Source: an optimization exercise on an open RTL-to-GDS flow (aim: small area). Production flows keep margins and buffers that such runs may drop.
At most, simulation tests tie the RTL to the original design; equivalence was not proved.

==> inputs of job 239 <==
// htop
module htop (
    rst_n_scl,clk_scl,
    scl_i_vsync,scl_i_hsync,
    scl_i_data_r,scl_i_data_g,scl_i_data_b,
    scl_cfg_mode,scl_cfg_rsz,scl_cfg_flt,scl_i_data_en,
    scl_o_vsync,scl_o_hsync,
    scl_o_data_en,
    scl_o_data_r,scl_o_data_g,scl_o_data_b);
export LEC_CHECK = 0
export CAP_MARGIN = 20
export CORE_MARGIN = 2
export CORE_UTILIZATION = 40
export CTS_BUF_LIST = sky130_fd_sc_hd__clkbuf_8
export SLEW_MARGIN = 20
export SYNTH_HIERARCHICAL = 1
create_clock -name core_clock -period 6.5 [get_ports {clk_scl}]
standard.sh (not shown) runs the stock make flow with config.mk's settings and CLKGATE_MAP_FILE= SYNTH_SCRIPT=/design/flow/synth_recipe.tcl, a recipe that flattens the netlist after the stock synthesis.
==> flow/flow/run.sh <==
#!/bin/bash
# The standard layout (the standard.sh, standard synthesis unchanged), with the port
# buffers made from the smallest buffer cell, and non-critical gates downsized after global routing. make's full output goes to layout.log here;
# each ORFS step also keeps its own log under orfs/logs/.
set -euo pipefail
export BUFFER_PORTS_ARGS="-buffer_cell sky130_fd_sc_hd__buf_1"
export RECOVER_POWER=100
bash standard.sh > layout.log 2>&1
==> job 9040: changes against job 239 <==
--- a/flow/design.v
+++ b/flow/design.v
@@ -25,26 +25,26 @@
 reg [7:0] b0,b1,b2,b3,b4,b5,bo;
 reg e0,e1,e2,e3,e4;         
 reg k2,k3,k4,k5,ko;         
 reg [1:0] cnt;              
 reg [5:0] vsync_d,hsync_d;
 reg vo,ho;
 reg cset1, rev;
+reg selg, selh, xf, yf;
 wire mode = scl_cfg_mode;
 wire keep1 = !mode || (scl_cfg_rsz ? (cnt == 2'd0) : !cnt[0]);
 wire ldr = mode & k2;
 wire ldg = mode & k3;
 wire ldb = mode & k4;
-wire [7:0] xa = k3 ? g4 : r3;
-wire [7:0] xb = k3 ? g3 : r2;
-wire [7:0] xc = k3 ? g2 : r1;
-wire [7:0] xd0 = k3 ? g1 : r0;
-wire xf = k3 ? (e2 & e1) : (e1 & e0);
+wire [7:0] xa = selg ? g4 : r3;
+wire [7:0] xb = selg ? g3 : r2;
+wire [7:0] xc = selh ? g2 : r1;
+wire [7:0] xd0 = selh ? g1 : r0;
 wire [7:0] xd = xf ? xd0 : xc;
-wire [7:0] yd = (e3 & e2) ? b2 : b3;
+wire [7:0] yd = yf ? b2 : b3;
 wire [15:0] ua, ub, uc, ud, uy;
 assign ua = {rev ? yd : b5, rev ? xd : xa};
 assign ub = {rev ? b3 : b4, rev ? xc : xb};
 assign uc = {rev ? b4 : b3, rev ? xb : xc};
 assign ud = {rev ? b5 : yd, rev ? xa : xd};
 wire [7:0] yx = uy[7:0];
 wire [7:0] yy = uy[15:8];
@@ -350,14 +350,18 @@
     b1 <= b0; b2 <= b1; b4 <= b3;
     b5 <= ldb ? yy : (fb ? b3 : b4);
     bo <= b5;
     cnt <= (e0 & e1) ? cnt + 2'd1 : 2'd0;
     cset1 <= scl_cfg_flt[0] ^ scl_cfg_flt[1];
     rev <= scl_cfg_flt[1];
     e1 <= e0; e2 <= e1; e3 <= e2; e4 <= e3;
+    selg <= k2;
+    selh <= k2 & scl_cfg_mode;    
+    xf <= k2 ? (e1 & e0) : (e0 & scl_i_data_en);
+    yf <= e2 & e1;
 end
 always @(posedge clk_scl or negedge rst_n_scl) begin
     if (!rst_n_scl) begin
         e0 <= 0;
         k2 <= 0; k3 <= 0; k4 <= 0; k5 <= 0; ko <= 0;
         vsync_d <= 0; hsync_d <= 0; vo <= 0; ho <= 0;
     end else begin
Settings changed: CORE_UTILIZATION 40 to 30, CTS_BUF_LIST sky130_fd_sc_hd__clkbuf_8 to sky130_fd_sc_hd__clkbuf_4 sky130_fd_sc_hd__clkbuf_8.
==> job 8544: changes against job 239 <==
--- a/flow/design.v
+++ b/flow/design.v
@@ -19,25 +19,26 @@
 input [1:0] scl_cfg_flt;
 output scl_o_vsync,scl_o_hsync;
 output scl_o_data_en;
 output [7:0] scl_o_data_r,scl_o_data_g,scl_o_data_b;
 reg [7:0] r0,r1,r2,r3,r4,r5,ro;
 reg [7:0] g0,g1,g2,g3,g4,g5,go;
 reg [7:0] b0,b1,b2,b3,b4,b5,bo;
+reg [7:0] yxr,yyr;          
 reg e0,e1,e2,e3,e4;         
 reg k2,k3,k4,k5,ko;         
 reg [1:0] cnt;              
 reg [5:0] vsync_d,hsync_d;
 reg vo,ho;
 reg cset1, rev;
 wire mode = scl_cfg_mode;
 wire keep1 = !mode || (scl_cfg_rsz ? (cnt == 2'd0) : !cnt[0]);
-wire ldr = mode & k2;
-wire ldg = mode & k3;
-wire ldb = mode & k4;
+wire ldr = mode & k3;
+wire ldg = mode & k4;
+wire ldb = mode & k5;
 wire [7:0] xa = k3 ? g4 : r3;
 wire [7:0] xb = k3 ? g3 : r2;
 wire [7:0] xc = k3 ? g2 : r1;
 wire [7:0] xd0 = k3 ? g1 : r0;
 wire xf = k3 ? (e2 & e1) : (e1 & e0);
 wire [7:0] xd = xf ? xd0 : xc;
 wire [7:0] yd = (e3 & e2) ? b2 : b3;
@@ -338,22 +339,26 @@
     r0 <= scl_i_data_r;
     g0 <= scl_i_data_g;
     b0 <= scl_i_data_b;
     if (e0) r1 <= r0;
     if (e1) g2 <= g1;
     if (e2) b3 <= b2;
     r2 <= r1;
-    r3 <= ldr ? yx : (fr ? r1 : r2);
-    r4 <= r3; r5 <= r4; ro <= r5;
+    r3 <= fr ? r1 : r2;
+    r4 <= ldr ? yxr : r3;
+    r5 <= r4; ro <= r5;
     g1 <= g0; g3 <= g2;
-    g4 <= ldg ? yx : (fg ? g2 : g3);
-    g5 <= g4; go <= g5;
+    g4 <= fg ? g2 : g3;
+    g5 <= ldg ? yxr : g4;
+    go <= g5;
     b1 <= b0; b2 <= b1; b4 <= b3;
-    b5 <= ldb ? yy : (fb ? b3 : b4);
-    bo <= b5;
+    b5 <= fb ? b3 : b4;
+    bo <= ldb ? yyr : b5;
+    yxr <= yx;
+    yyr <= yy;
     cnt <= (e0 & e1) ? cnt + 2'd1 : 2'd0;
     cset1 <= scl_cfg_flt[0] ^ scl_cfg_flt[1];
     rev <= scl_cfg_flt[1];
     e1 <= e0; e2 <= e1; e3 <= e2; e4 <= e3;
 end
 always @(posedge clk_scl or negedge rst_n_scl) begin
     if (!rst_n_scl) begin
==> comparison table <==
item                                                                        job 239               job 9040                  job 8544
Status                                             no timing/DRC/antenna violations  no timing/DRC/antenna violations  no timing/DRC/antenna violations
Worst setup path startpoint                                                      k3                   selh                        e3
Post-Synthesis Mean Instance Area                                       11.43 sq um            11.36 sq um               12.36 sq um
Hold Worst Slack                                                          0.3317 ns              0.3256 ns                 0.3223 ns
Post-Synthesis Cell Area                                                11930 sq um            11990 sq um               12530 sq um
Level count of the clock H-tree                                                   4                      4                         2
Routed length on met1                                                      13590 um               13020 um                  13860 um
Post-Synthesis Net Count                                                       1288                   1300                      1258
RR Endpoint                                                                   g4[7]                  r3[3]                    yyr[7]
Total number of nets in the final design                                       1410                   1372                      1375
Cell Area, Placed                                                       13060 sq um            12970 sq um               13450 sq um
Largest clock skew in the final design                                   0.01780 ns            0.009395 ns                0.02965 ns
Share of cell area taken by multi-input logic gates                          0.5510                 0.5494                    0.5421
Count of buffers added by post-CTS timing repair for setup                        1                      0                         2
Clock tree buffer depth                                                           2                      2                         3
Most frequently used cell type in the post-synthesis netlist  sky130_fd_sc_hd__fa_1  sky130_fd_sc_hd__fa_1  sky130_fd_sc_hd__dfxtp_1
Met2 layer wire length in the routed design                                12830 um               13400 um                  12430 um
Only the layout flow was run in job 8544; the RTL was not checked for function there.

[static timing again, ports no longer ideal]
How much do the figures lean on ideal ports? The routed layouts below were timed once more, with nothing changed but the port constraints. Step 1 (the two cells are an assumption about what drives the block):
set clk [get_ports {clk_scl}]
set_driving_cell -lib_cell sky130_fd_sc_hd__clkbuf_16 $clk
set_driving_cell -lib_cell sky130_fd_sc_hd__buf_2 [delete_from_list [all_inputs] $clk]
Step 2 also shifts input and output timing later by t, the mid clock arrival at the registers, as if the neighbouring blocks saw the same clock. Slacks: ideal / step 1 / step 2; pairs: ideal / step 1.
run	shift t [ns]	setup WS [ns]	clock arrival spread, ns	worst register clock-pin slew, ns
job 239	0.496	0.200 / 0.200 / 0.200	0.018 / 0.018	0.11 / 0.11
job 9040	0.506	0.207 / 0.207 / 0.207	0.015 / 0.015	0.11 / 0.11
job 8544	0.565	0.235 / 0.235 / 0.235	0.036 / 0.036	0.06 / 0.06
After both steps every run listed still meets setup and hold.
